Context: an optimization exercise on an open-source flow, tuned for small area. The choices shown serve that exercise and are no tape-out recipe. Only simulation tests tie the RTL to the original design; equivalence was not proved. Power is estimated from default activity; no workload was simulated.

### flow/config.mk
export PLATFORM = sky130hd
export DESIGN_NAME = Calculadora_Top
export DESIGN_NICKNAME = Calculadora_Top
export VERILOG_FILES = /design/flow/design.v
export SDC_FILE = /design/flow/constraint.sdc
export NUM_CORES = 4
export LEC_CHECK = 0
export CAP_MARGIN = 20
export CORE_MARGIN = 2
export CORE_UTILIZATION = 60
export CTS_BUF_LIST = sky130_fd_sc_hd__clkbuf_8
export CTS_CLUSTER_SIZE = 12
export SLEW_MARGIN = 20
### flow/constraint.sdc
create_clock -name core_clock -period 15.0 [get_ports {clock}]
set_input_delay 3.0000 -clock core_clock [delete_from_list [all_inputs] [get_ports {clock}]]
set_output_delay 3.0000 -clock core_clock [all_outputs]
set_load 0.01 [all_outputs]
### flow/design.v
module display(
    input  logic [3:0] data,
    output logic a, b, c, d, e, f, g, dp
);
    wire cb = data[3], cd = data[2], cf = data[1], cx = data[0];
    assign b  = cb;
    assign d  = cd;
    assign f  = cf;
    assign a  = cd | !cx;
    assign c  = !(cd & !cf & cx);
    assign e  = cd & (cx | (cb & cf));
    assign g  = !((!cd & !cf) | (cb & cd & cf & cx));
    assign dp = 1'b0;
endmodule
module Display_Ctrl(
  input  logic clock,
  input  logic reset,
  input  logic [3:0] dig,    
  input  logic [3:0] pos,    
  output logic [7:0] a,
  output logic [7:0] b,
  output logic [7:0] c,
  output logic [7:0] d,
  output logic [7:0] e,
  output logic [7:0] f,
  output logic [7:0] g,
  output logic [7:0] dp
);
  logic [7:0][3:0] data;
  genvar k;
  generate
    for (k = 0; k < 8; k++) begin : disp
      display u (.data(data[k]), .a(a[k]), .b(b[k]), .c(c[k]), .d(d[k]), .e(e[k]), .f(f[k]), .g(g[k]), .dp(dp[k]));
    end
  endgenerate
  always_ff @(posedge clock) begin
    if (reset) begin
      for (int i = 0; i < 8; i++) data[i] <= 4'b1111;    
    end else if (!pos[3]) begin
      data[pos[2:0]] <= dig;
    end
  end
endmodule
module Calculadora(
    input  logic [3:0] cmd,
    input  logic       reset,
    input  logic       clock,
    output logic [3:0] dig,
    output logic [3:0] pos
);
    localparam logic [1:0] OP_ADD = 2'b10, OP_SUB = 2'b11, OP_MUL = 2'b00, OP_BAD = 2'b01;
    localparam logic [31:0] T_LO  = 32'h94967296;    
    localparam logic [31:0] T_NEG = 32'h05032704;    
    logic        err, busy, exib, set_op, flag, ovf;
    logic [1:0]  op;
    logic [3:0]  dcnt;
    logic [31:0] r1, r2, acc;
    logic [3:0]  cu;                
    logic [27:0] ch;                
    logic        pend, pb;          
    logic [5:0]  acc_hi;
    function automatic logic [32:0] bcd_add8(input logic [31:0] a, input logic [31:0] b, input logic cin);
        logic [4:0] t [8];
        logic [8:0] c;
        logic [4:0] v;
        logic k;
        for (int i = 0; i < 8; i++) begin
            k = 1'b0;
            for (int j = 0; j < 4; j++) begin
                t[i][j] = a[4*i+j] ^ b[4*i+j] ^ k;
                k = (a[4*i+j] & b[4*i+j]) | (k & (a[4*i+j] ^ b[4*i+j]));
            end
            t[i][4] = k;
        end
        c[0] = cin;
        for (int i = 0; i < 8; i++)
            c[i+1] = t[i][4] | (t[i][3] & (t[i][2] | t[i][1])) |
                     (t[i][3] & !t[i][2] & !t[i][1] & t[i][0] & c[i]);
        for (int i = 0; i < 8; i++) begin
            v[0] = t[i][0] ^ c[i];
            k    = t[i][0] & c[i];
            v[1] = t[i][1] ^ k;
            k    = t[i][1] & k;
            v[2] = t[i][2] ^ k;
            k    = t[i][2] & k;
            v[3] = t[i][3] ^ k;
            bcd_add8[4*i +: 4] = {v[3] ^ (c[i+1] & (v[2] | v[1])), v[2] ^ (c[i+1] & !v[1]), v[1] ^ c[i+1], v[0]};
        end
        bcd_add8[32] = c[8];
    endfunction
    function automatic logic [3:0] enc(input logic [3:0] v);
        case (v)
            4'd0: enc = 4'b1111;
            4'd1: enc = 4'b1001;
            4'd2: enc = 4'b1101;
            4'd3: enc = 4'b1100;
            4'd4: enc = 4'b1011;
            4'd5: enc = 4'b0110;
            4'd6: enc = 4'b0111;
            4'd7: enc = 4'b1000;
            4'd8: enc = 4'b1110;
            default: enc = 4'b1010;
        endcase
    endfunction
    function automatic logic [3:0] dec_d(input logic [3:0] d);
        logic z;
        z = (d == 4'd0);
        dec_d = {d[3] ^ (!d[0] & !d[1] & !d[2]), !z & (d[2] ^ (!d[0] & !d[1])), !z & (d[1] ^ !d[0]), !d[0]};
    endfunction
    function automatic logic [5:0] inc6(input logic [5:0] v, input logic c);
        logic k;
        k = c;
        for (int i = 0; i < 6; i++) begin
            inc6[i] = v[i] ^ k;
            k = k & v[i];
        end
    endfunction
    wire rdy    = !err && !busy;
    wire act    = rdy && !exib;
    wire is_dig = !cmd[3] || (cmd[2:1] == 2'b00);
    wire is_opr = cmd[3] && (cmd[2] ^ cmd[1]);
    wire is_eq  = (cmd == 4'd14);
    wire is_bs  = (cmd == 4'd15);
    wire recov  = err && is_bs;
    wire clr    = reset || recov;
    wire disp   = rdy && exib && !dcnt[3];
    wire fin    = rdy && exib && dcnt[3];
    wire r1z = (r1 == 32'd0);
    wire cz  = (cu == 4'd0) && (ch == 28'd0);   
    wire eq_go   = act && is_eq;
    wire eq_mul  = eq_go && op == OP_MUL;
    wire eq_show = eq_go && (op[1] || r1z || cz);
    wire eq_busy = eq_mul && !r1z && !cz;
    wire done    = busy && cz;
    wire ph0 = (dcnt[2:0] == 3'd0);
    wire bin = ph0 ? (pend || (cu == 4'd0)) : pb;
    wire [31:0] ed = set_op ? r2 : r1;
    wire big = (ed[31:28] != 4'd0);
    logic [31:0] r1_n, r2_n;
    always_comb begin
        r1_n = r1;
        r2_n = r2;
        if (clr) begin
            r1_n = 32'd0;
            r2_n = 32'd0;
        end else if (act && is_dig) begin
            if (set_op) r2_n = {r2[27:0], cmd};
            else        r1_n = {r1[27:0], cmd};
        end else if (act && is_bs) begin
            if (set_op) r2_n = {4'd0, r2[31:4]};
            else        r1_n = {4'd0, r1[31:4]};
        end
    end
    wire cpl = !busy && op[0];
    logic [31:0] a_in, sum, sumw, kc;
    logic        co1, co2;
    logic [5:0]  hi_s;
    logic        wrap, ge, sneg;
    always_comb begin
        for (int i = 0; i < 8; i++) begin
            logic [3:0] d;
            d = acc[4*i +: 4];
            a_in[4*i +: 4] = cpl ? {!(d[3] | d[2] | d[1]), d[2] ^ d[1], d[1], !d[0]} : d;
        end
        {co1, sum} = bcd_add8(a_in, r1, cpl);
        hi_s = inc6(acc_hi, co1);
        ge = (sum >= T_LO);
        wrap = busy && ((hi_s == 6'd43) || (hi_s == 6'd42 && ge));
        sneg = cpl && !co1;                           
        for (int i = 0; i < 32; i++)
            kc[i] = (wrap && T_NEG[i]) || (sneg && T_LO[i]);
        {co2, sumw} = bcd_add8(sum, kc, 1'b0);
    end
    always_ff @(posedge clock) begin
        r1 <= r1_n;
        r2 <= r2_n;
        if (busy && !reset) begin
            cu <= dec_d(cu);
            ch <= {bin ? dec_d(ch[3:0]) : ch[3:0], ch[27:4]};
            if (ph0) begin
                pend <= 1'b0;
                pb <= bin && (ch[3:0] == 4'd0);
            end else begin
                pend <= pend || (cu == 4'd0);
                pb <= pb && (ch[3:0] == 4'd0);
            end
        end else begin
            cu <= r2_n[3:0];
            ch <= r2_n[31:4];
            pend <= 1'b0;
            pb <= 1'b0;
        end
        if (busy) begin
            if (!cz) begin
                acc <= sumw;
                acc_hi <= wrap ? 6'd0 : hi_s;
            end
        end else begin
            acc_hi <= 6'd0;
            if (disp)               acc <= {4'd0, acc[31:4]};
            else if (eq_mul)        acc <= 32'd0;
            else if (eq_go && op[1]) acc <= sumw;
            else                    acc <= r2_n;
        end
        if (reset) begin
            acc <= 32'd0;
            acc_hi <= 6'd0;
        end
        if (reset) begin
            err <= 1'b0; busy <= 1'b0; exib <= 1'b0; set_op <= 1'b0; flag <= 1'b0;
            ovf <= 1'b0; op <= OP_ADD; dig <= enc(4'd0); pos <= 4'd0;
        end else begin
            ovf <= act && is_dig && big;
            if (recov) begin
                err <= 1'b0; exib <= 1'b0; set_op <= 1'b0; op <= OP_BAD;
                dig <= enc(4'd0); pos <= 4'd0;
            end else if (done) begin
                busy <= 1'b0;
                if (acc_hi != 6'd0) err <= 1'b1;
                else begin
                    exib <= 1'b1; dcnt <= 4'd0;
                end
            end else if (busy) begin
                dcnt <= (dcnt[2:0] == 3'd6) ? 4'd0 : dcnt + 4'd1;
            end else if (disp) begin
                dig <= enc(acc[3:0]);
                pos <= {1'b0, dcnt[2:0]};
                dcnt <= dcnt + 4'd1;
            end else if (fin) begin
                exib <= 1'b0;
            end else if (act) begin
                if (is_dig) begin
                    dig <= enc(cmd);
                    if (flag) pos <= pos + 4'd1;
                    flag <= 1'b1;
                end else if (is_opr) begin
                    op <= cmd[1:0];
                    set_op <= 1'b1;
                end else if (is_bs) begin
                    pos <= pos - 4'd1;
                end
                if (eq_show) begin
                    exib <= 1'b1; dcnt <= 4'd0;
                end
                if (eq_busy) begin
                    busy <= 1'b1; dcnt <= 4'd0;
                end
                if (eq_go && op == OP_BAD) err <= 1'b1;
            end
            if (rdy && ovf) begin
                err <= 1'b1;
                busy <= 1'b0;
            end
        end
    end
endmodule
module Calculadora_Top(
    input logic [3:0] cmd,
    input logic reset, clock,
    output logic [7:0] d0, d1, d2, d3, d4, d5, d6, d7
);
    logic [3:0] dig, pos;
    logic [7:0] a, b, c, d, e, f, g, dp;
    Calculadora calculo (.clock(clock), .reset(reset), .cmd(cmd), .dig(dig), .pos(pos));
    Display_Ctrl controlador (.clock(clock), .reset(reset), .dig(dig), .pos(pos),
        .a(a), .b(b), .c(c), .d(d), .e(e), .f(f), .g(g), .dp(dp));
    assign d0 = {a[0], b[0], c[0], d[0], e[0], f[0], g[0], dp[0]};
    assign d1 = {a[1], b[1], c[1], d[1], e[1], f[1], g[1], dp[1]};
    assign d2 = {a[2], b[2], c[2], d[2], e[2], f[2], g[2], dp[2]};
    assign d3 = {a[3], b[3], c[3], d[3], e[3], f[3], g[3], dp[3]};
    assign d4 = {a[4], b[4], c[4], d[4], e[4], f[4], g[4], dp[4]};
    assign d5 = {a[5], b[5], c[5], d[5], e[5], f[5], g[5], dp[5]};
    assign d6 = {a[6], b[6], c[6], d[6], e[6], f[6], g[6], dp[6]};
    assign d7 = {a[7], b[7], c[7], d[7], e[7], f[7], g[7], dp[7]};
endmodule
### flow/flow/run.sh
#!/bin/bash
# Standard synthesis, then an area-oriented re-mapping of its combinational
# cells (flip-flops and full adders untouched, so the registers are exactly the
# standard synthesis's), proven equal to the standard netlist, then the
# standard ORFS layout steps. Every tool's output goes to a log file here.
set -euo pipefail
HERE=$(pwd)
LIB=$FLOW_HOME/platforms/sky130hd/lib/sky130_fd_sc_hd__tt_025C_1v80.lib
R=$HERE/orfs/results/sky130hd/Calculadora_Top/base
YOSYS=$(command -v yosys || echo /OpenROAD-flow-scripts/tools/install/yosys/bin/yosys)
STA=$(command -v sta || echo /OpenROAD-flow-scripts/tools/install/OpenROAD/bin/sta)
PY=$(command -v python3 || command -v python)

bash standard.sh synth > synth.log 2>&1
cp $R/1_2_yosys.v $R/1_2_yosys_std.v

$YOSYS -q -p "read_liberty -ignore_miss_func $LIB; write_verilog -noattr cells_all.v" > cells.log 2>&1
$PY flow/comb_models.py cells_all.v comb_models.v > models.log 2>&1

# candidates: a plain area script and deep synthesis with a few seeds
remap() {  # name abc-script
  sed -e "s#@SEED@#${3:-1}#" $2 > abc_$1.script
  sed -e "s#@LIB@#$LIB#g; s#@IN@#$R/1_2_yosys_std.v#; s#@OUT@#net_$1.v#; s#@TOP@#$FLOW_TOP#; s#@ABC@#$HERE/abc_$1.script#; s#@STAT@#stat_$1.txt#" flow/remap.ys > remap_$1.ys
  $YOSYS -s remap_$1.ys > remap_$1.log 2>&1 || return 0
  sed -e "s#@STD@#$R/1_2_yosys_std.v#; s#@NEW@#net_$1.v#; s#@TOP@#$FLOW_TOP#" flow/equiv.ys > equiv_$1.ys
  if $YOSYS -s equiv_$1.ys > equiv_$1.log 2>&1; then
    sed -e "s#@LIB@#$LIB#; s#@NET@#net_$1.v#; s#@TOP@#$FLOW_TOP#; s#@SDC@#$FLOW_SDC#" flow/sta.tcl > sta_$1.tcl
    $STA -no_init -exit sta_$1.tcl > sta_$1.log 2>&1 || true
    echo "$1 $(awk "/Chip area/{print \$NF}" stat_$1.txt) $(awk "/worst slack/{print \$NF}" sta_$1.log)" >> candidates.txt
  fi
}
: > candidates.txt
remap std flow/area_std.abc &
remap d7 flow/area_deep.abc 7 &
remap d1 flow/area_deep.abc 1 &
remap d13 flow/area_deep.abc 13 &
wait
# smallest area among proven candidates with unplaced slack >= -0.6 ns, else the
# plain script's, else the standard netlist
BEST=$(awk '$3 != "" && $3 >= -0.6 {print $2, $1}' candidates.txt | sort -n | head -1 | awk '{print $2}')
[ -z "$BEST" ] && BEST=$(awk '$1 == "std" {print $1}' candidates.txt)
echo "chosen: ${BEST:-standard}" >> candidates.txt
if [ -n "$BEST" ]; then cp net_$BEST.v $R/1_2_yosys.v; fi

rm -f $R/1_synth.odb $R/1_synth.sdc
# port buffers: the smallest buffer; clock tree: clkbuf_8 clusters of at most
# 12 sinks, without CTS's dummy balancing loads
bash standard.sh finish BUFFER_PORTS_ARGS="-buffer_cell sky130_fd_sc_hd__buf_1" \
  "CTS_ARGS=-sink_clustering_enable -repair_clock_nets -dont_use_dummy_load -buf_list sky130_fd_sc_hd__clkbuf_8 -sink_clustering_size 12" \
  > finish.log 2>&1
### flow/flow/area_deep.abc
&get -n
&st
&deepsyn -T 60 -S @SEED@
&dch -f
&nf -R 1000
&put
&get -n
&st
&dch -f
&nf -R 1000
&put
### flow/flow/area_std.abc
&get -n
&st
&syn2
&syn2
&dch -f
&nf -R 1000
&put
&get -n
&st
&dch -f
&nf -R 1000
&put
### flow/flow/comb_models.py
#!/usr/bin/env python3
# Keep the combinational cell models (no flip-flops, latches, full adders,
# tie cells or special cells) from a write_verilog of the liberty file.
import re, sys
t = open(sys.argv[1]).read()
out = []
for body, name in re.findall(r'(module (\S+)\(.*?endmodule)', t, re.S):
    if 'always' in body or 'reg ' in body:
        continue
    if re.search(r'__(fa|fah|conb|tap|fill|decap|diode|lpflow|probe|macro)', name):
        continue
    out.append(body)
open(sys.argv[2], 'w').write('\n'.join(out) + '\n')
print(len(out), 'combinational cell models')
### flow/flow/equiv.ys
# Prove the re-mapped netlist equal to the standard synthesis (same registers).
read_verilog cells_all.v
read_verilog -noblackbox @STD@
rename @TOP@ std_top
read_verilog -noblackbox @NEW@
rename @TOP@ new_top
hierarchy -check
flatten std_top new_top
proc
opt_clean
equiv_make std_top new_top eq
hierarchy -top eq
equiv_simple -seq 2
equiv_status -assert
### flow/flow/remap.ys
# Re-map the combinational logic of the standard synthesis for area.
# Flip-flops and full adders stay exactly as the standard synthesis made them.
read_liberty -lib @LIB@
read_verilog -noblackbox @IN@
hierarchy -top @TOP@
techmap -map comb_models.v
techmap
opt -purge
abc -script @ABC@ -liberty @LIB@ -dont_use sky130_fd_sc_hd__probe_p_8 -dont_use sky130_fd_sc_hd__probec_p_8 -dont_use sky130_fd_sc_hd__lpflow_*
opt_clean -purge
hilomap -singleton -hicell sky130_fd_sc_hd__conb_1 HI -locell sky130_fd_sc_hd__conb_1 LO
splitnets
opt_clean -purge
tee -o @STAT@ stat -liberty @LIB@
write_verilog -noattr -noexpr -nohex -nodec @OUT@
### flow/flow/sta.tcl
read_liberty @LIB@
read_verilog @NET@
link_design @TOP@
read_sdc @SDC@
report_worst_slack -max
### flow/standard.sh
#!/bin/bash
# synth_recipe.tcl (not shown) runs the flow's synth.tcl, then flattens the netlist and writes it again
# the make line also repeats each setting of config.mk as NAME=value (left out here)
make -C /OpenROAD-flow-scripts/flow DESIGN_CONFIG=/design/flow/config.mk WORK_HOME=/design/flow/orfs CLKGATE_MAP_FILE= SYNTH_SCRIPT=/design/flow/synth_recipe.tcl "${@:-finish}"
==> qor.csv, run 1 <==
metric,value,unit
dp_hpwl,23080,um
rrSetupSlack,1.24,ns
outcome,finished clean,
crit_top_cell,nor2_1,
relSlewSlack,31.12,%
period_share,91.74,%
clk_latency,0.49,ns
gp_congestion,0.9518,
drt-wirelength-per-cell,18.50,um
clock_sinks,192,
critPathCaptureType,register,
via_per_inst,6.147,
die_w,136.1,um
clockPowerShare,24.0,%
p_int,0.0007347,W
cts_tree,done,
tns,0,ns
drcViolationCount,0,
r2r_cells,76,
final_common_cell,dfxtp_1,
holdWs,0.4402,ns
hold_buffers,0,
syn_area_per_cell,8.111,um2
drt_wl_total,30010,um
switching_share,32.83,%
cts.clk_slew.worst_paths,0.11,ns
cp.arrival,14.11,ns
startpoint_type,register,
finalClockSkew,0.03739,ns
htreeDepth,4,
crit_slowest_cell,fa_1,
max_freq,0.07267,GHz
min_path_type,reg2reg,
crit_path_max_incr_delay,0.57,ns
p_leak,4.060,nW
numCtsBuffers,17,
die_h,136.1,um
crit_fanout,10,
row_count,48,
pwr_density_cell,95.50,nW/um2
initial_core_util,60.96,%
min_from,calculo.ch[25],
required,15.35,ns
cts_root_buf,clkbuf_8,
synthToLayoutAreaGrowth,9.380,%
drt-initial-drc-count,1090,
grt_util_all_layers,32.94,%
ant_nets,0,
grt-ovfl-total,0,
ctsLongestPathBuffers,2,
min_to,calculo.ch[21],
final_cell_mix,"dfxtp_1 (188), nor2_1 (155), nand2_1 (119)",
criticalPathCategory,reg2reg,
grt_max_degree,34,
dr_total_vias,9971,
min_period,13.76,ns
yosys_warnings,4,
io_pins,70,
final_nets,1441,
seqPwrFrac,51.5,%
dieArea,18520,um2
p_sw,0.0003591,W
grt_pass1_wl,47130,um
antenna_cells,0,
drtPass1Iterations,8,
antenna_found_initial,0,
fill_cells,1564,
utilization,66.68,%
drive_above_1_share,3.579,%
coreArea,17180,um2
timing.rr.start,calculo.op[0],
portBuffers,61,
tightest_slew,1.029,ns
synth_area,10470,um2
irDropWorstVdd,0.00005916,V
setup-violations-final,0,
cap_violations,0,
min_path_cells,2,
rr_endpoint,calculo.acc[31],
grt_pass1_vias,8761,
hold_viol,0,
power_frac_comb,24.5,%
slew_violations,0,
synth_cells,1291,
flip-flops by register name, summed over array words and instances (netlist names), 2 cells and up, named ones only:
| signal | cells |
|---|---|
| calculo.acc | 32 |
| calculo.r1 | 32 |
| calculo.r2 | 32 |
| controlador.data | 32 |
| calculo.ch | 28 |
| calculo.acc_hi | 6 |
| calculo.cu | 4 |
| calculo.dcnt | 4 |
| calculo.dig | 4 |
| calculo.pos | 4 |
| calculo.op | 2 |
worst max-delay path by stage:
stage | start | end | slack [ns] | depth (start not counted)
2_1_floorplan | calculo.busy | calculo.acc[31] | 0.17 | 73
3_3_place_gp | calculo.op[0] | calculo.acc[31] | 1.08 | 76
3_5_place_dp | calculo.op[0] | calculo.acc[31] | 0.46 | 76
4_1_cts | calculo.op[0] | calculo.acc[31] | 0.37 | 76
5_1_grt | calculo.op[0] | calculo.acc[31] | -0.03 | 76
6_report | calculo.op[0] | calculo.acc[31] | 1.24 | 76
area by class of cell:
| class | count | area, um2 | share of cell area [%] |
|---|---|---|---|
| repair buffers | 82 | 386.6 | 3.376 |
| clock buffers | 17 | 234.0 | 2.043 |
| multi-input cells | 999 | 6266 | 54.71 |
| flip-flops and latches | 192 | 3884 | 33.91 |
| inverters | 107 | 401.6 | 3.507 |
| well taps | 225 | 281.5 | 2.458 |
routing by layer:
metal  vias up  wire, um  track usage (%)
met3        45      2137            6.488
met4         0       591            9.028
met5         -         0                0
met2       381     13720            51.84
met1      4701     13570            46.29
li1       4844         -                -
worst max-delay path: cells and delay by family (launching register included):
kind,cells,cell delay [ns]
and+or+nand+nor,41,5.69
AOI/OAI and AO/OA,25,4.44
adders and majority gates,4,1.93
buffers and inverters,4,0.65
DFF,1,0.39
muxes,1,0.29
xor gates and xnor gates,1,0.21
what timing repair did:
action / CTS / global route
gates resized for setup: 0 / 16
buffers inserted: 0 / 0
setup endpoints to repair: 0 / 11
per-stage QoR:
stage | instance area [um2] | instances | total power [W] | setup slack (ns)
final | 11450 | 1622 | 0.001094 | 1.239
after global routing | 11450 | 1622 | 0.001150 | -0.03391
after detailed placement | 11180 | 1605 | 0.0008317 | 0.4584
after CTS | 11410 | 1622 | 0.001085 | 0.3731
after global placement | 11180 | 1605 | 0.0008289 | 1.084
after floorplan | 10500 | 1298 | 0.0007606 | 0.1730
power by group through the flow:
stage          Combinational (W)  Clock (W)  Sequential, W
2_1_floorplan           0.000195          0       0.000565
3_3_place_gp            0.000256          0       0.000573
3_5_place_dp            0.000258          0       0.000574
4_1_cts                 0.000259   0.000264       0.000562
5_1_grt                 0.000298   0.000286       0.000566
6_report                0.000268   0.000263       0.000563
==> run 2: changes to the inputs <==
--- a/flow/config.mk
+++ b/flow/config.mk
@@ -7,7 +7,5 @@
 export LEC_CHECK = 0
 export CAP_MARGIN = 20
 export CORE_MARGIN = 2
-export CORE_UTILIZATION = 60
-export CTS_BUF_LIST = sky130_fd_sc_hd__clkbuf_8
-export CTS_CLUSTER_SIZE = 12
+export CORE_UTILIZATION = 75
 export SLEW_MARGIN = 20
==> qor.csv, run 2 <==
metric,value,unit
yosys_warnings,4,
setup-violations-final,0,
dpl.cell_count,1556,
grt-ovfl-total,0,
antenna_cells,0,
grt_util_all_layers,40.69,%
portBuffers,61,
drt_wl_total,30020,um
period_share,92.68,%
min_path_type,reg2reg,
relSlewSlack,32.85,%
min_period,13.90,ns
final_cell_mix,"dfxtp_1 (188), nor2_1 (152), nand2_1 (119)",
drtPass1Iterations,10,
drcViolationCount,0,
critPathCaptureType,register,
layout.cells.non_filler,1574,
die_w,122.2,um
htreeDepth,4,
crit_fanout,10,
power_frac_comb,25.1,%
io_pins,70,
antenna_found_initial,0,
numCtsBuffers,17,
p_leak,4.059,nW
initial_core_util,76.03,%
crit_top_cell,nor2_1,
coreArea,13770,um2
gp_congestion,1.004,
hold_buffers,0,
via_per_inst,6.602,
p_int,0.0007346,W
outcome,finished clean,
cts_root_buf,clkbuf_8,
slew_violations,0,
p_sw,0.0003644,W
synth_area,10470,um2
holdWs,0.4527,ns
seqPwrFrac,51.2,%
cts_tree,done,
grt_pass1_wl,47060,um
startpoint_type,register,
clk_latency,0.49,ns
required,15.37,ns
crit_family,simple AND/OR/NAND/NOR gates,
cp.arrival,14.27,ns
pwr_density_cell,96.39,nW/um2
syn_area_per_cell,8.111,um2
ant_nets,0,
tns,0,ns
drt-initial-drc-count,1224,
criticalPathCategory,reg2reg,
irDropWorstVdd,0.00007560,V
finalClockSkew,0.03946,ns
die_h,122.2,um
grt_max_degree,34,
drive_above_1_share,3.945,%
synthToLayoutAreaGrowth,8.890,%
crit_path_max_incr_delay,0.57,ns
clockPowerShare,23.8,%
dieArea,14920,um2
rrSetupSlack,1.10,ns
synth_cells,1291,
max_freq,0.07194,GHz
dr_total_vias,10391,
dp_hpwl,22260,um
fill_cells,967,
drt-wirelength-per-cell,19.07,um
cap_violations,0,
ctsLongestPathBuffers,2,
switching_share,33.16,%
final_nets,1438,
crit_buf_inv,3,
tightest_slew,0.9980,ns
crit_slowest_cell,fa_1,
hold_viol,0,
clock_sinks,192,
final_common_cell,dfxtp_1,
grt_pass1_vias,9209,
row_count,43,
cts.clk_slew.worst_paths,0.09,ns
place_area,11090,um2
fin_area,11400,um2
[run 2: changes by cell type in the layout (fill, tap and decap cells not counted), sizes merged]
cell  previous run  this run
buf             82        79
[run 2: area by class of cell]
class	instances	area [um2]	area share, %
sequential	192	3884	34.06
inverter	107	401.6	3.522
timing repair buffer	79	364.1	3.193
multi-input combinational	999	6294	55.20
tap	180	225.2	1.975
clock buffer	17	234.0	2.052
[run 2: worst paths after layout]
check,from,endpoint,depth (start not counted)
worst max-delay path,calculo.op[0],calculo.acc[31],75
worst max register to register,calculo.op[0],calculo.acc[31],75
worst min-delay path,calculo.ovf,calculo.busy,1
worst min register to register,calculo.ovf,calculo.busy,1
[run 2: per-layer routing]
metal  track usage, %  wire length [um]
met4            16.45              1168
met5                0                 0
met3            9.316              3159
met2            64.63             13830
met1            53.96             11860
[run 2: power by group through the flow]
stage               combinational (W)  sequential [W]  clock, W
detailed placement           0.000257        0.000573         0
global route                 0.000302        0.000565  0.000274
floorplan                    0.000195        0.000565         0
global placement             0.000249        0.000572         0
CTS                          0.000260        0.000561  0.000257
finish                       0.000275        0.000563  0.000261
[run 2: worst reg2reg max path: cells and delay by family (launching register included)]
family,cells,cell delay (ns)
AND/OR/NAND/NOR,41,5.85
AO/OA/AOI/OAI,25,4.46
adder cells (fa/ha/maj),4,1.99
buffers and inverters,3,0.56
flip-flops,1,0.40
multiplexers,1,0.29
XOR/XNOR,1,0.22
[run 2: timing repair]
action	CTS	global route
endpoints found under the setup margin	3	11
cloned	0	0
endpoints found under the hold margin	0	0
setup buffers	0	1
pin swaps	0	1
gates resized for setup	4	23
[run 2: stage by stage]
| step | total power, W | utilization, % | setup slack [ns] |
|---|---|---|---|
| finish | 0.001099 | 82.79 | 1.099 |
| global route | 0.001142 | 82.79 | -0.01598 |
| CTS | 0.001078 | 82.29 | 0.06948 |
| detailed placement | 0.0008297 | 80.53 | -0.2753 |
| global placement | 0.0008207 | 80.53 | 0.5466 |
| floorplan | 0.0007606 | - | 0.1730 |
==> run 3: changes to the inputs <==
--- a/flow/flow/run.sh
+++ b/flow/flow/run.sh
@@ -17,9 +17,9 @@
 $YOSYS -q -p "read_liberty -ignore_miss_func $LIB; write_verilog -noattr cells_all.v" > cells.log 2>&1
 $PY flow/comb_models.py cells_all.v comb_models.v > models.log 2>&1
 
-# candidates: a plain area script and deep synthesis with a few seeds
-remap() {  # name abc-script
-  sed -e "s#@SEED@#${3:-1}#" $2 > abc_$1.script
+# candidates: a plain area script, and deep synthesis (one or two rounds)
+remap() {  # name abc-script [seed [second seed]]
+  sed -e "s#@SEED@#${3:-1}#; s#@SEED2@#${4:-1}#" $2 > abc_$1.script
   sed -e "s#@LIB@#$LIB#g; s#@IN@#$R/1_2_yosys_std.v#; s#@OUT@#net_$1.v#; s#@TOP@#$FLOW_TOP#; s#@ABC@#$HERE/abc_$1.script#; s#@STAT@#stat_$1.txt#" flow/remap.ys > remap_$1.ys
   $YOSYS -s remap_$1.ys > remap_$1.log 2>&1 || return 0
   sed -e "s#@STD@#$R/1_2_yosys_std.v#; s#@NEW@#net_$1.v#; s#@TOP@#$FLOW_TOP#" flow/equiv.ys > equiv_$1.ys
@@ -32,8 +32,8 @@
 : > candidates.txt
 remap std flow/area_std.abc &
 remap d7 flow/area_deep.abc 7 &
-remap d1 flow/area_deep.abc 1 &
-remap d13 flow/area_deep.abc 13 &
+remap c7_16 flow/area_deep2.abc 7 16 &
+remap c7_3 flow/area_deep2.abc 7 3 &
 wait
 # smallest area among proven candidates with unplaced slack >= -0.6 ns, else the
 # plain script's, else the standard netlist
==> flow/flow/area_deep2.abc (new file) <==
&get -n
&st
&deepsyn -T 60 -S @SEED@
&deepsyn -T 60 -S @SEED2@
&dch -f
&nf -R 1000
&put
&get -n
&st
&dch -f
&nf -R 1000
&put
--- a/flow/config.mk
+++ b/flow/config.mk
@@ -7,5 +7,7 @@
 export LEC_CHECK = 0
 export CAP_MARGIN = 20
 export CORE_MARGIN = 2
-export CORE_UTILIZATION = 75
+export CORE_UTILIZATION = 60
+export CTS_BUF_LIST = sky130_fd_sc_hd__clkbuf_8
+export CTS_CLUSTER_SIZE = 12
 export SLEW_MARGIN = 20
==> qor.csv, run 3 <==
metric,value,unit
max_freq,0.07311,GHz
utilization,67.04,%
cap_violations,0,
min_period,13.68,ns
antenna_found_initial,0,
coreArea,17120,um2
rsz0062_at_grt,false,
grt_max_degree,33,
row_count,48,
clk_latency,0.49,ns
drive_above_1_share,4.335,%
crit_fanout,7,
final_common_cell,dfxtp_1,
rrSetupSlack,1.32,ns
cts.clk_slew.worst_paths,0.12,ns
yosys_warnings,4,
initial_core_util,60.86,%
min_path_type,reg2reg,
syn_area_per_cell,8.082,um2
antenna_cells,0,
htreeDepth,4,
irDropWorstVdd,0.00005796,V
cp.depth,74,
drtPass1Iterations,7,
tightest_slew,1.066,ns
hold_buffers,0,
clock_sinks,192,
p_int,0.0007506,W
criticalPathCategory,reg2reg,
gp_congestion,1.025,
crit_start,calculo.op[0],
synth_cells,1289,
grt-ovfl-total,0,
seqPwrFrac,49.2,%
crit_family,simple AND/OR/NAND/NOR gates,
fill_cells,1520,
tns,0,ns
drt_wl_total,32550,um
dieArea,18430,um2
cts_tree,done,
io_pins,70,
final_cell_mix,"dfxtp_1 (188), nor2_1 (153), nand2_1 (133)",
pwr_density_cell,99.77,nW/um2
drt-wirelength-per-cell,19.94,um
critPathCaptureType,register,
regArea,3884,um2
multi_input_area,6186,um2
crit_path_max_incr_delay,0.53,ns
drcViolationCount,0,
cp.arrival,14.03,ns
p_sw,0.0003942,W
synthToLayoutAreaGrowth,10.15,%
grt_util_all_layers,35.70,%
setup-violations-final,0,
power_frac_comb,27.7,%
crit_path_end,calculo.acc[30],
cts_root_buf,clkbuf_8,
die_w,135.8,um
required,15.35,ns
startpoint_type,register,
hold_viol,0,
r2r_cells,74,
relSlewSlack,28.79,%
via_per_inst,6.278,
die_h,135.8,um
slew_violations,0,
p_leak,4.121,nW
dp_hpwl,24590,um
crit_slowest_cell,fa_1,
switching_share,34.43,%
finalClockSkew,0.05054,ns
rr_endpoint,calculo.acc[30],
min_path_cells,2,
portBuffers,61,
clockPowerShare,23.2,%
ant_nets,0,
dr_total_vias,10246,
grt_pass1_vias,9081,
grt_pass1_wl,50200,um
drt-initial-drc-count,1179,
numCtsBuffers,17,
period_share,91.18,%
holdWs,0.4634,ns
crit_buf_inv,4,
final_nets,1451,
ctsLongestPathBuffers,2,
timing.rr.start,calculo.op[0],
synth_area,10420,um2
outcome,finished clean,
[run 3: worst min path at each step]
stage / from / to / slack [ns]
2_1_floorplan: calculo.ovf / calculo.busy / 0.42
3_3_place_gp: calculo.ch[14] / calculo.ch[10] / 0.44
3_5_place_dp: calculo.ch[8] / calculo.ch[4] / 0.45
4_1_cts: calculo.ch[22] / calculo.ch[18] / 0.46
5_1_grt: calculo.ch[17] / calculo.ch[13] / 0.50
6_report: calculo.ch[22] / calculo.ch[18] / 0.46
[run 3: layer usage]
metal  GRT usage, %  share of wire (%)
met4          17.71                4.9
met5              0                  0
met1          46.96                 41
met2          55.53                 45
met3          7.969                8.7
[run 3: final cells by class]
class	instances	share of cell area, %
repair buffers	94	4.154
clock buffers	17	2.039
well taps	225	2.453
flip-flops and latches	192	33.85
multi-input cells	994	53.91
inverters	110	3.598
[run 3: repair_timing]
item,in CTS,in global routing
hold endpoints to repair,0,0
pin swaps,0,0
setup buffers,0,1
resized for setup,1,18
setup endpoints to repair,1,10
[run 3: power by group through the flow]
stage	Sequential [W]	Combinational (W)	Clock, W
after global placement	0.000573	0.000301	0
after detailed placement	0.000574	0.000306	0
after floorplan	0.000565	0.000223	0
after global routing	0.000566	0.000349	0.000285
after CTS	0.000562	0.000308	0.000266
final	0.000563	0.000317	0.000265
[run 3: worst min-delay path: stages (launching register included)]
cell and delay [ns]:
dfxtp_1 0.33, nand2_1 0.05, o21ai_0 0.06
[run 3: metrics by stage]
stage               total power [W]  setup WS (ns)  std cells  instance area [um2]
finish                     0.001145          1.323       1632                11470
global route               0.001199        0.03578       1632                11470
CTS                        0.001136         0.1390       1631                11440
detailed placement        0.0008797        0.05038       1614                11210
global placement          0.0008748         0.5996       1614                11210
floorplan                 0.0007882         0.1309       1296                10440
==> run 4: changes to the inputs <==
--- a/flow/design.v
+++ b/flow/design.v
@@ -51,7 +51,7 @@
     localparam logic [1:0] OP_ADD = 2'b10, OP_SUB = 2'b11, OP_MUL = 2'b00, OP_BAD = 2'b01;
     localparam logic [31:0] T_LO  = 32'h94967296;    
     localparam logic [31:0] T_NEG = 32'h05032704;    
-    logic        err, busy, exib, set_op, flag, ovf;
+    logic        err, busy, exib, set_op, flag, ovf, sn, sc;
     logic [1:0]  op;
     logic [3:0]  dcnt;
     logic [31:0] r1, r2, acc;
@@ -106,6 +106,18 @@
         logic z;
         z = (d == 4'd0);
         dec_d = {d[3] ^ (!d[0] & !d[1] & !d[2]), !z & (d[2] ^ (!d[0] & !d[1])), !z & (d[1] ^ !d[0]), !d[0]};
+    endfunction
+    function automatic logic [4:0] bcd_add1(input logic [3:0] a, input logic [3:0] b, input logic c);
+        logic [4:0] t;
+        logic k, co;
+        k = c;
+        for (int j = 0; j < 4; j++) begin
+            t[j] = a[j] ^ b[j] ^ k;
+            k = (a[j] & b[j]) | (k & (a[j] ^ b[j]));
+        end
+        t[4] = k;
+        co = t[4] | (t[3] & (t[2] | t[1]));
+        bcd_add1 = {co, t[3] ^ (co & (t[2] | t[1])), t[2] ^ (co & !t[1]), t[1] ^ co, t[0]};
     endfunction
     function automatic logic [5:0] inc6(input logic [5:0] v, input logic c);
         logic k;
@@ -168,8 +180,24 @@
         wrap = busy && ((hi_s == 6'd43) || (hi_s == 6'd42 && ge));
         sneg = cpl && !co1;                           
         for (int i = 0; i < 32; i++)
-            kc[i] = (wrap && T_NEG[i]) || (sneg && T_LO[i]);
+            kc[i] = wrap && T_NEG[i];
         {co2, sumw} = bcd_add8(sum, kc, 1'b0);
+    end
+    logic [3:0] kd, sd;
+    logic       sc_n;
+    always_comb begin
+        case (dcnt[2:0])
+            3'd0: kd = 4'd6;
+            3'd1: kd = 4'd9;
+            3'd2: kd = 4'd2;
+            3'd3: kd = 4'd7;
+            3'd4: kd = 4'd6;
+            3'd5: kd = 4'd9;
+            3'd6: kd = 4'd4;
+            default: kd = 4'd9;
+        endcase
+        if (!sn) kd = 4'd0;
+        {sc_n, sd} = bcd_add1(acc[3:0], kd, sc);
     end
     always_ff @(posedge clock) begin
         r1 <= r1_n;
@@ -219,11 +247,13 @@
                 if (acc_hi != 6'd0) err <= 1'b1;
                 else begin
                     exib <= 1'b1; dcnt <= 4'd0;
+                    sn <= 1'b0; sc <= 1'b0;
                 end
             end else if (busy) begin
                 dcnt <= (dcnt[2:0] == 3'd6) ? 4'd0 : dcnt + 4'd1;
             end else if (disp) begin
-                dig <= enc(acc[3:0]);
+                dig <= enc(sd);
+                sc <= sc_n;
                 pos <= {1'b0, dcnt[2:0]};
                 dcnt <= dcnt + 4'd1;
             end else if (fin) begin
@@ -241,6 +271,7 @@
                 end
                 if (eq_show) begin
                     exib <= 1'b1; dcnt <= 4'd0;
+                    sn <= sneg; sc <= 1'b0;
                 end
                 if (eq_busy) begin
                     busy <= 1'b1; dcnt <= 4'd0;
==> qor.csv, run 4 <==
metric,value,unit
outcome,finished clean,
crit_buf_inv,6,
crit_fanout,16,
syn_area_per_cell,7.974,um2
tns,0,ns
initial_core_util,60.90,%
hold_viol,0,
crit_top_cell,nor2_1,
cts_root_buf,clkbuf_8,
criticalPathCategory,reg2reg,
synth_area,10460,um2
finalClockSkew,0.06017,ns
dr_total_vias,10291,
relSlewSlack,28.34,%
drtPass1Iterations,8,
grt-ovfl-total,0,
gp_congestion,0.9285,
antenna_cells,0,
min_path_type,reg2reg,
critPathCaptureType,register,
place_area,11120,um2
setup-violations-final,0,
grt_util_all_layers,32.98,%
tightest_slew,1.072,ns
hold_buffers,0,
cp.arrival,13.82,ns
grt_pass1_vias,9135,
drt-initial-drc-count,1076,
startpoint_type,register,
cts.clk_slew.worst_paths,0.10,ns
htreeDepth,4,
drt-met1-wl,13110,um
rsz0062_at_grt,false,
ctsLongestPathBuffers,2,
cap_violations,0,
portBuffers,61,
die_h,136.0,um
met2WireLength,13900,um
dieArea,18510,um2
crit_path_max_incr_delay,0.73,ns
layout.cells.non_filler,1635,
top_layer_used,met4,
required,15.34,ns
final_nets,1451,
row_count,48,
die_w,136.0,um
max_freq,0.07419,GHz
final_cell_mix,"dfxtp_1 (184), nor2_1 (166), nand2_1 (125)",
clk_latency,0.49,ns
drcViolationCount,0,
fin_area,11360,um2
grt_pass1_wl,47750,um
drive_above_1_share,2.553,%
power,0.001060,W
fin_ws,1.520,ns
via_per_inst,6.294,
cts_setup_buffers,0,
crit_slowest_cell,nor2b_1,
min_period,13.48,ns
ant_nets,0,
grt_max_degree,36,
drt-wirelength-per-cell,18.37,um
p_leak,4.149,nW
irDropWorstVdd,0.00006033,V
pwr_density_cell,93.34,nW/um2
dr_wl_met3,2310,um
io_pins,70,
period_share,89.86,%
antenna_found_initial,0,
final_common_cell,dfxtp_1,
cts_tree,done,
coreArea,17180,um2
crit_family,compound AO/OA/AOI/OAI gates,
yosys_warnings,4,
dp_hpwl,22650,um
numCtsBuffers,17,
dp_slack,1.730,ns
fill_cells,1606,
dpl.cell_count,1618,
ctsResizeCount,0,
slew_violations,0,
synth_cells,1312,
clock_sinks,190,
drt_wl_total,30040,um
synthToLayoutAreaGrowth,8.576,%
-- run 4: cell type report --
type	instances	area [um2]	share of cell area [%]
multi-input combinational	1027	6270	55.20
tap	225	281.5	2.479
timing repair buffer	74	326.6	2.875
clock buffer	17	234.0	2.060
inverter	102	382.9	3.371
sequential	190	3864	34.02
-- run 4: stage by stage --
stage,hold slack [ns],util (%)
floorplan,0.4254,-
global placement,0.4481,64.71
detailed placement,0.4551,64.74
CTS,0.4425,66.11
global route,0.4742,66.13
finish,0.4500,66.13
-- run 4: path summary, 6_finish.rpt --
path | startpoint | end | slack (ns) | cells after the start
setup / recovery | calculo.op[0] | calculo.acc[30] | 1.52 | 62
hold / removal | calculo.ch[21] | calculo.ch[17] | 0.45 | 1
setup reg to reg | calculo.op[0] | calculo.acc[30] | 1.52 | 62
hold reg to reg | calculo.ch[21] | calculo.ch[17] | 0.45 | 1
-- run 4: metal layers --
metal  up-vias  GRT usage, %
met3        54         6.637
met5         -             0
met1      4841         44.55
met2       444         52.85
li1       4952             -
met4         0         11.17
-- run 4: worst register-to-register path: cells and delay by family, from the launching register on --
family | cells | cell delay [ns]
XOR/XNOR | 1 | 0.29
AND/OR/NAND/NOR | 25 | 4.94
buffers and inverters | 6 | 0.83
adder cells (fa/ha/maj) | 3 | 1.14
flip-flops | 1 | 0.41
AO/OA/AOI/OAI | 27 | 5.75
-- run 4: report_power, final --
group	switching (W)	internal [W]	total [W]
Combinational	0.000158	0.0000878	0.000246
Sequential	0.0000264	0.000532	0.000558
Clock	0.000156	0.000100	0.000256
Total	0.000340	0.000720	0.00106
==> run 5: changes to the inputs <==
--- a/flow/flow/run.sh
+++ b/flow/flow/run.sh
@@ -44,7 +44,7 @@
 
 rm -f $R/1_synth.odb $R/1_synth.sdc
 # port buffers: the smallest buffer; clock tree: clkbuf_8 clusters of at most
-# 12 sinks, without CTS's dummy balancing loads
+# 10 sinks, without CTS's dummy balancing loads
 bash standard.sh finish BUFFER_PORTS_ARGS="-buffer_cell sky130_fd_sc_hd__buf_1" \
-  "CTS_ARGS=-sink_clustering_enable -repair_clock_nets -dont_use_dummy_load -buf_list sky130_fd_sc_hd__clkbuf_8 -sink_clustering_size 12" \
+  "CTS_ARGS=-sink_clustering_enable -repair_clock_nets -dont_use_dummy_load -buf_list sky130_fd_sc_hd__clkbuf_8 -sink_clustering_size 10" \
   > finish.log 2>&1
==> qor.csv, run 5 <==
metric,value,unit
portBuffers,61,
via_per_inst,6.320,
crit_top_cell,nor2_1,
initial_core_util,60.85,%
place_area,11160,um2
tightest_slew,1.078,ns
syn_area_per_cell,8.109,um2
finalClockSkew,0.04962,ns
dp_hpwl,23180,um
min_path_type,reg2reg,
grt_util_all_layers,33.83,%
antenna_found_initial,0,
min_period,13.64,ns
multi_input_area,6254,um2
crit_slowest_cell,fa_1,
antenna_cells,0,
drcViolationCount,0,
crit_buf_inv,6,
hold_buffers,0,
grt-ovfl-total,0,
synth_area,10450,um2
relSlewSlack,27.93,%
p_leak,4.102,nW
grt_pass1_wl,48200,um
cap_violations,0,
cts_tree,done,
die_w,136.0,um
rsz0062_at_grt,false,
drtPass1Iterations,8,
slew_violations,0,
hold_viol,0,
crit_fanout,20,
holdWs,0.4717,ns
ant_nets,0,
critPathCaptureType,register,
max_freq,0.07329,GHz
synth_cells,1289,
crit_family,compound AO/OA/AOI/OAI gates,
coreArea,17180,um2
period_share,90.97,%
dieArea,18490,um2
drive_above_1_share,3.159,%
synthToLayoutAreaGrowth,9.049,%
drt_wl_total,30940,um
grt_max_degree,33,
row_count,48,
startpoint_type,register,
ctsLongestPathBuffers,2,
yosys_warnings,4,
crit_path_max_incr_delay,0.60,ns
clk_latency,0.50,ns
numCtsBuffers,17,
fin_ws,1.355,ns
power,0.001103,W
drt-initial-drc-count,999,
htreeDepth,4,
dp_slack,1.005,ns
cp.arrival,14.03,ns
required,15.38,ns
setup-violations-final,0,
ctsResizeCount,0,
criticalPathCategory,reg2reg,
io_pins,70,
cts.clk_slew.worst_paths,0.12,ns
pwr_density_cell,96.77,nW/um2
irDropWorstVdd,0.00006386,V
regArea,3864,um2
cts_setup_buffers,0,
fill_cells,1552,
clock_sinks,190,
final_cell_mix,"dfxtp_1 (184), nor2_1 (164), nand2_1 (121)",
outcome,finished clean,
dr_total_vias,10225,
final_common_cell,dfxtp_1,
gp_congestion,0.9689,
drt-wirelength-per-cell,19.12,um
tns,0,ns
final_nets,1434,
cts_root_buf,clkbuf_8,
fin_area,11400,um2
die_h,136.0,um
grt_pass1_vias,9230,
==> run 5: where the power goes <==
group / total, W / internal (W) / switching [W]
Clock: 0.000264 / 0.000100 / 0.000164
Sequential: 0.000566 / 0.000535 / 0.0000303
Combinational: 0.000273 / 0.0000995 / 0.000174
Total: 0.00110 / 0.000735 / 0.000368
==> run 5: per-layer routing <==
layer / track usage (%) / share of wire, %
met5: 0 / 0
met4: 11.05 / 2.7
met3: 6.861 / 8.9
met2: 55.13 / 46
met1: 45.18 / 42
==> run 5: metrics by stage <==
step                std cells  utilization [%]
floorplan                1296                -
global placement         1600            64.88
detailed placement       1601            64.95
CTS                      1618            66.31
global route             1618            66.36
finish                   1618            66.36
==> run 5: layout make-up <==
class                   instances  area share (%)
clock buffers                  17           2.053
multi-input cells            1002           54.86
repair buffers                 80           3.293
flip-flops and latches        190           33.90
inverters                     104           3.425
well taps                     225           2.470
==> run 5: worst paths after layout <==
check	endpoint	slack, ns	start	cells past startpoint
hold reg to reg	calculo.ch[7]	0.47	calculo.ch[11]	2
setup / recovery	calculo.acc[30]	1.36	calculo.busy	69
setup reg to reg	calculo.acc[30]	1.36	calculo.busy	69
hold / removal	calculo.ch[7]	0.47	calculo.ch[11]	2
==> run 5: worst min-delay path, delay by kind of cell (launching register included) <==
kind | cells | cell delay [ns]
and+or+nand+nor | 1 | 0.05
DFF | 1 | 0.34
AOI/OAI and AO/OA | 1 | 0.07

[re-timing with driven ports]
In the flow no input, the clock included, has a driving cell. The finished layouts below were timed again as built, in two steps. Step 1 sets driving cells, clkbuf_16 on the clock port and buf_2 on the other inputs (assumed; they add their load-dependent delay and slew). Step 2 times the ports against the registers' clock, not the clock port: input delays grow and output delays shrink by t, the midpoint of the rising clock arrivals with the driver on. a / b / c = no drivers / after step 1 / after step 2; a / b = the first two.
run | t, ns | slack for setup (ns) | worst setup path after step 2 | worst register clock-pin slew, ns | worst data-port slew with drivers (ns)
run 1 | 0.509 | 1.239 / 1.239 / 1.239 | register to register | 0.11 / 0.11 | 0.03
run 2 | 0.511 | 1.099 / 1.099 / 1.099 | register to register | 0.11 / 0.11 | 0.04
run 3 | 0.504 | 1.323 / 1.323 / 1.323 | register to register | 0.12 / 0.12 | 0.04
run 4 | 0.502 | 1.520 / 1.520 / 1.520 | register to register | 0.12 / 0.12 | 0.05
run 5 | 0.513 | 1.355 / 1.355 / 1.355 | register to register | 0.12 / 0.12 | 0.03
After both steps every run listed still meets setup and hold.
